Background: an optimization exercise with open tools, aiming at small area, a short achievable clock period and few clock cycles per item. Do not read the settings as production practice.
The RTL was checked by simulation tests, not by an equivalence proof against the original design.
No activity file was given, so power comes from the tool's default toggle rates.

## before
==> flow/design.v <==
module SME(clk,reset,chardata,isstring,ispattern,valid,match,match_index);
input clk;
input reset;
input [7:0] chardata;
input isstring;
input ispattern;
output reg match;
output reg [4:0] match_index;
output reg valid;
reg [6:0] s [0:31];    
reg [4:0] o;           
reg       ps;          
reg       pp;          
reg       pc;          
reg [31:0] d;          
reg [2:0] blm1;        
wire [6:0] c = chardata[6:0];
wire is_dot    = (chardata == 8'h2E);
wire is_caret  = (chardata == 8'h5E);
wire is_dollar = (chardata == 8'h24);
wire clr = isstring && !ps;    
integer k;
reg [31:0] eq, sp, vl, mk, startok, endok, prev, dnext;
always @(*) begin
	for (k = 0; k < 32; k = k + 1) begin
		eq[k] = (s[k] == c);
		sp[k] = (s[k] == 7'h20);
		vl[k] = s[k][6] | s[k][5];
		mk[k] = (o == k);
	end
	for (k = 0; k < 32; k = k + 1) begin
		startok[k] = sp[(k + 31) % 32] | mk[k];
		endok[k]   = sp[k] | !vl[k] | mk[k];
	end
	if (!pp)      prev = 32'hFFFFFFFF;
	else if (pc)  prev = startok;
	else          prev = d & ~mk;    
	dnext = (prev & (eq | ({32{is_dot}} & vl))) |
	        ({32{is_dollar}} & {d[0] & endok[0], d[31:1] & endok[31:1]});
end
reg [31:0] up;
reg [4:0] pu, pa;
always @(*) begin
	for (k = 0; k < 32; k = k + 1) up[k] = d[k] && (k > o);
	pu = 5'd0;
	pa = 5'd0;
	for (k = 31; k >= 0; k = k - 1) begin
		if (up[k]) pu = k;
		if (d[k]) pa = k;
	end
end
wire [4:0] pfirst = (|up) ? pu : pa;
always @(posedge clk) begin
	for (k = 0; k < 31; k = k + 1)
		s[k] <= clr ? {2'b00, s[k+1][4:0]} : s[k+1];
	if (isstring)
		s[31] <= c;
	else
		s[31] <= clr ? {2'b00, s[0][4:0]} : s[0];
	o <= clr ? 5'd31 : o - 5'd1;
	d <= dnext;
	if (!is_dollar)
		blm1 <= (!pp || pc) ? 3'd0 : blm1 + 3'd1;
	match <= |d;
	match_index <= pfirst - o - 5'd1 - {2'b00, blm1};
end
always @(posedge clk or posedge reset) begin
	if (reset) begin
		ps <= 1'b0;
		pp <= 1'b0;
		pc <= 1'b0;
		valid <= 1'b0;
	end else begin
		ps <= isstring;
		pp <= ispattern;
		pc <= ispattern && !pp && is_caret;
		valid <= pp && !ispattern;
	end
end
endmodule
==> flow/config.mk <==
export PLATFORM = sky130hd
export DESIGN_NAME = SME
export DESIGN_NICKNAME = SME
export VERILOG_FILES = /design/flow/design.v
export SDC_FILE = /design/flow/constraint.sdc
export NUM_CORES = 4
export LEC_CHECK = 0
export CAP_MARGIN = 20
export CORE_MARGIN = 2
export CORE_UTILIZATION = 40
export SLEW_MARGIN = 20
==> flow/constraint.sdc <==
create_clock -name core_clock -period 5.0 [get_ports {clk}]
set_input_delay 1.0000 -clock core_clock [delete_from_list [all_inputs] [get_ports {clk}]]
set_output_delay 1.0000 -clock core_clock [all_outputs]
set_load 0.01 [all_outputs]
run.sh (not shown) runs the stock make flow with config.mk's settings and CLKGATE_MAP_FILE= SYNTH_SCRIPT=/design/flow/synth_recipe.tcl, a recipe that flattens the netlist after the stock synthesis.
Testbench counts of before, summed over its fixed seeds: cycles 21,057, items 2,412.
Setup changes, before to after
==> flow/design.v <==
module SME(clk,reset,chardata,isstring,ispattern,valid,match,match_index);
input clk;
input reset;
input [7:0] chardata;
input isstring;
input ispattern;
output reg match;
output reg [4:0] match_index;
output reg valid;
reg [6:0] s [0:31];    
reg [5:0] len;         
reg       ps;          
reg       pp;          
reg       pc;          
reg [31:0] d;          
reg [2:0] blm1;        
wire [6:0] c = chardata[6:0];
wire is_dot    = (chardata == 8'h2E);
wire is_caret  = (chardata == 8'h5E);
wire is_dollar = (chardata == 8'h24);
integer k;
reg [31:0] eq, sp, lenis, mask, startok, endok, prev, dnext;
always @(*) begin
	for (k = 0; k < 32; k = k + 1) begin
		eq[k] = (s[k] == c);
		sp[k] = (s[k] == 7'h20);
		lenis[k] = (len[4:0] == k);
		mask[k] = (len > k);
	end
	startok[0] = 1'b1;
	for (k = 1; k < 32; k = k + 1) startok[k] = sp[k-1];
	for (k = 0; k < 31; k = k + 1) endok[k] = sp[k+1] | lenis[k+1];
	endok[31] = 1'b1;
	if (!pp)      prev = mask;
	else if (pc)  prev = startok & mask;
	else          prev = {d[30:0], 1'b0} & mask;
	dnext = (prev & (eq | {32{is_dot}})) | ({32{is_dollar}} & d & endok);
end
reg [4:0] pe;
always @(*) begin
	pe = 5'd0;
	for (k = 31; k >= 0; k = k - 1)
		if (d[k]) pe = k;
end
always @(posedge clk) begin
	if (isstring)
		for (k = 0; k < 32; k = k + 1)
			if ((ps ? lenis[k] : (k == 0)))
				s[k] <= c;
	d <= dnext;
	if (!is_dollar)
		blm1 <= (!pp || pc) ? 3'd0 : blm1 + 3'd1;
	match <= |d;
	match_index <= pe - {2'b00, blm1};
end
always @(posedge clk or posedge reset) begin
	if (reset) begin
		len <= 6'd0;
		ps <= 1'b0;
		pp <= 1'b0;
		pc <= 1'b0;
		valid <= 1'b0;
	end else begin
		ps <= isstring;
		pp <= ispattern;
		if (isstring)
			len <= (ps ? len : 6'd0) + 6'd1;
		pc <= ispattern && !pp && is_caret;
		valid <= pp && !ispattern;
	end
end
endmodule
==> summary.txt <==
- Every stage of the flow completed for before, and the final layout passed the timing, DRC and antenna checks.
- after did not stop at any stage, and its layout met the timing, DRC and antenna checks.
- Cell count: after lower than before
- after ended up with a higher sink count of the clock tree than before did.
- Total power for after: about 5.4% down relative to before
- Looking at startpoint of the worst setup timing path, the isstring result is from after; the o[0] one comes from before.
- Sort after and before by distinct cell type count after synthesis desc -> top: before
- Shortest clock period the worst path allows after layout delta (after − before): favourable
Testbench counts of after, summed over its fixed seeds: cycles 21,057, items 2,412.

* * *

SME, a different RTL version from the one above (not shown whole).
For scale: about 280 flip-flops, about 19 I/O pins, ~0.013 sq mm of cells after synthesis.
==> module SME, before the edit <==
module SME(clk,reset,chardata,isstring,ispattern,valid,match,match_index);
input clk;
input reset;
input [7:0] chardata;
input isstring;
input ispattern;
output reg match;
output reg [4:0] match_index;
output reg valid;
reg [6:0] s [0:31];    
reg [5:0] len;         
reg       ps;          
reg       pp;          
reg       pc;          
reg [31:0] d;          
reg [2:0] blm1;        
wire [6:0] c = chardata[6:0];
wire is_dot    = (c == 7'h2E);
wire is_caret  = (c == 7'h5E);
wire is_dollar = (c == 7'h24);
integer k;
reg [31:0] eq, sp, lenis, mask, startok, endok, prev, dnext;
always @(*) begin
	for (k = 0; k < 32; k = k + 1) begin
		eq[k] = (s[k] == c);
		sp[k] = !(s[k][6] | (|s[k][4:0]));
		lenis[k] = (len[4:0] == k);
		mask[k] = (len > k);
	end
	startok[0] = 1'b1;
	for (k = 1; k < 32; k = k + 1) startok[k] = sp[k-1];
	for (k = 0; k < 31; k = k + 1) endok[k] = sp[k+1] | lenis[k+1];
	endok[31] = 1'b1;
	prev = (pp ? {d[30:0], pc} : 32'hFFFFFFFF) & mask;
	dnext = (prev & (eq | {32{is_dot}})) | ({32{is_dollar}} & d & endok) |
	        ({32{is_caret && !pp}} & sp);
end
function [2:0] pe8;
	input [7:0] x;
	begin
		if (x[0])      pe8 = 3'd0;
		else if (x[1]) pe8 = 3'd1;
		else if (x[2]) pe8 = 3'd2;
		else if (x[3]) pe8 = 3'd3;
		else if (x[4]) pe8 = 3'd4;
		else if (x[5]) pe8 = 3'd5;
		else if (x[6]) pe8 = 3'd6;
		else           pe8 = 3'd7;
	end
endfunction
reg [3:0] anyg, selg;
reg [4:0] idxg [0:3];
reg [4:0] idx;
reg [3:0] dif;
always @(*) begin
	for (k = 0; k < 4; k = k + 1) begin
		anyg[k] = |d[8*k +: 8];
		dif = {1'b0, pe8(d[8*k +: 8])} - {1'b0, blm1};
		idxg[k] = {k[1:0] - {1'b0, dif[3]}, dif[2:0]};
	end
	selg[0] = anyg[0];
	selg[1] = !anyg[0] && anyg[1];
	selg[2] = !anyg[0] && !anyg[1] && anyg[2];
	selg[3] = !anyg[0] && !anyg[1] && !anyg[2];
	idx = ({5{selg[0]}} & idxg[0]) | ({5{selg[1]}} & idxg[1]) |
	      ({5{selg[2]}} & idxg[2]) | ({5{selg[3]}} & idxg[3]);
end
always @(posedge clk) begin
	if (isstring)
		for (k = 0; k < 32; k = k + 1)
			if ((ps ? lenis[k] : (k == 0)))
				s[k] <= c;
	d <= dnext;
	if (!is_dollar)
		blm1 <= (!pp || pc) ? 3'd0 : blm1 + 3'd1;
	match <= pp && !ispattern && (|anyg);    
	match_index <= idx;
end
always @(posedge clk or posedge reset) begin
	if (reset) begin
		len <= 6'd0;
		ps <= 1'b0;
		pp <= 1'b0;
		pc <= 1'b0;
		valid <= 1'b0;
	end else begin
		ps <= isstring;
		pp <= ispattern;
		if (isstring)
			len <= (ps ? len : 6'd0) + 6'd1;
		pc <= ispattern && !pp && is_caret;
		valid <= pp && !ispattern;
	end
end
endmodule
==> flow/config.mk <==
export PLATFORM = sky130hd
export DESIGN_NAME = SME
export DESIGN_NICKNAME = SME
export VERILOG_FILES = /design/flow/design.v
export SDC_FILE = /design/flow/constraint.sdc
export NUM_CORES = 4
export LEC_CHECK = 0
export CAP_MARGIN = 20
export CORE_MARGIN = 2
export CORE_UTILIZATION = 40
export CTS_BUF_LIST = sky130_fd_sc_hd__clkbuf_4 sky130_fd_sc_hd__clkbuf_8
export SETUP_SLACK_MARGIN = 2.9
export SLEW_MARGIN = 20
==> flow/constraint.sdc <==
create_clock -name core_clock -period 5.0 [get_ports {clk}]
set_input_delay 1.0000 -clock core_clock [delete_from_list [all_inputs] [get_ports {clk}]]
set_output_delay 1.0000 -clock core_clock [all_outputs]
set_load 0.01 [all_outputs]
standard.sh (not shown) runs the stock make flow with config.mk's settings and CLKGATE_MAP_FILE= SYNTH_SCRIPT=/design/flow/synth_recipe.tcl, a recipe that flattens the netlist after the stock synthesis.
==> flow/flow/run.sh <==
#!/bin/bash
set -euo pipefail
cp config.mk my_config.mk
cat >> my_config.mk <<'EOC'
export CTS_ARGS = -sink_clustering_enable -repair_clock_nets -dont_use_dummy_load -buf_list {sky130_fd_sc_hd__clkbuf_4 sky130_fd_sc_hd__clkbuf_8}
EOC
sed "s#DESIGN_CONFIG=[^ ]*#DESIGN_CONFIG=$PWD/my_config.mk#" standard.sh > my_standard.sh
bash my_standard.sh > standard.log 2>&1
Testbench counts at the start, summed over its fixed seeds: cycles 21,057, items 2,412.
Change:
--- a/flow/design.v
+++ b/flow/design.v
@@ -13,29 +13,30 @@
 reg       pp;          
 reg       pc;          
 reg [31:0] d;          
 reg [2:0] blm1;        
 wire [6:0] c = chardata[6:0];
-wire is_dot    = (c == 7'h2E);
-wire is_caret  = (c == 7'h5E);
-wire is_dollar = (c == 7'h24);
+wire is_dot    = (chardata == 8'h2E);
+wire is_caret  = (chardata == 8'h5E);
+wire is_dollar = (chardata == 8'h24);
 integer k;
 reg [31:0] eq, sp, lenis, mask, startok, endok, prev, dnext;
 always @(*) begin
 	for (k = 0; k < 32; k = k + 1) begin
 		eq[k] = (s[k] == c);
-		sp[k] = !(s[k][6] | (|s[k][4:0]));
+		sp[k] = (s[k] == 7'h20);
 		lenis[k] = (len[4:0] == k);
 		mask[k] = (len > k);
 	end
 	startok[0] = 1'b1;
 	for (k = 1; k < 32; k = k + 1) startok[k] = sp[k-1];
 	for (k = 0; k < 31; k = k + 1) endok[k] = sp[k+1] | lenis[k+1];
 	endok[31] = 1'b1;
-	prev = (pp ? {d[30:0], pc} : 32'hFFFFFFFF) & mask;
-	dnext = (prev & (eq | {32{is_dot}})) | ({32{is_dollar}} & d & endok) |
-	        ({32{is_caret && !pp}} & sp);
+	if (!pp)      prev = mask;
+	else if (pc)  prev = startok & mask;
+	else          prev = {d[30:0], 1'b0} & mask;
+	dnext = (prev & (eq | {32{is_dot}})) | ({32{is_dollar}} & d & endok);
 end
 function [2:0] pe8;
 	input [7:0] x;
 	begin
 		if (x[0])      pe8 = 3'd0;
@@ -71,11 +72,11 @@
 			if ((ps ? lenis[k] : (k == 0)))
 				s[k] <= c;
 	d <= dnext;
 	if (!is_dollar)
 		blm1 <= (!pp || pc) ? 3'd0 : blm1 + 3'd1;
-	match <= pp && !ispattern && (|anyg);    
+	match <= |anyg;
 	match_index <= idx;
 end
 always @(posedge clk or posedge reset) begin
 	if (reset) begin
 		len <= 6'd0;
The new run completed with no timing, DRC or antenna violations.
Via count went up by 0.30%.
Cell count went up by 1.2%.
Sequential cell count stays the same.
Worst setup slack improves by 0.035 ns.
Total power went up by 2.3%.
Sequential power is about the same.
Testbench counts after the change, summed over its fixed seeds: cycles 21,057, items 2,412.

-- re-timing with driven ports --
The results above use ideal ports. As a check the final layouts listed here were re-extracted and re-timed, cells and wires unchanged. Step 1, drivers: a clkbuf_16 drives clk and a buf_2 each remaining input, both assumed. Step 2, shift: input delay + t, output delay - t, t = (earliest + latest rising clock arrival at the registers) / 2. This alone moves slack from input paths to output paths. a / b / c = ideal / step 1 / step 2; a / b = the first two.
run | t (ns) | setup WS [ns] | worst register clock-pin slew, ns
before | 0.607 | 0.662 / 0.662 / 0.662 | 0.07 / 0.07
after | 0.605 | 1.844 / 1.857 / 1.252 | 0.07 / 0.07
the first run of note 2 | 0.586 | 2.854 / 2.854 / 2.340 | 0.06 / 0.06
the second run of note 2 | 0.599 | 2.890 / 2.801 / 2.202 | 0.06 / 0.06
After both steps setup and hold are still met in every run listed. The setup slack of the second run of note 2, which loses most, moves by -0.089 ns with the drivers and by -0.688 ns with both steps.
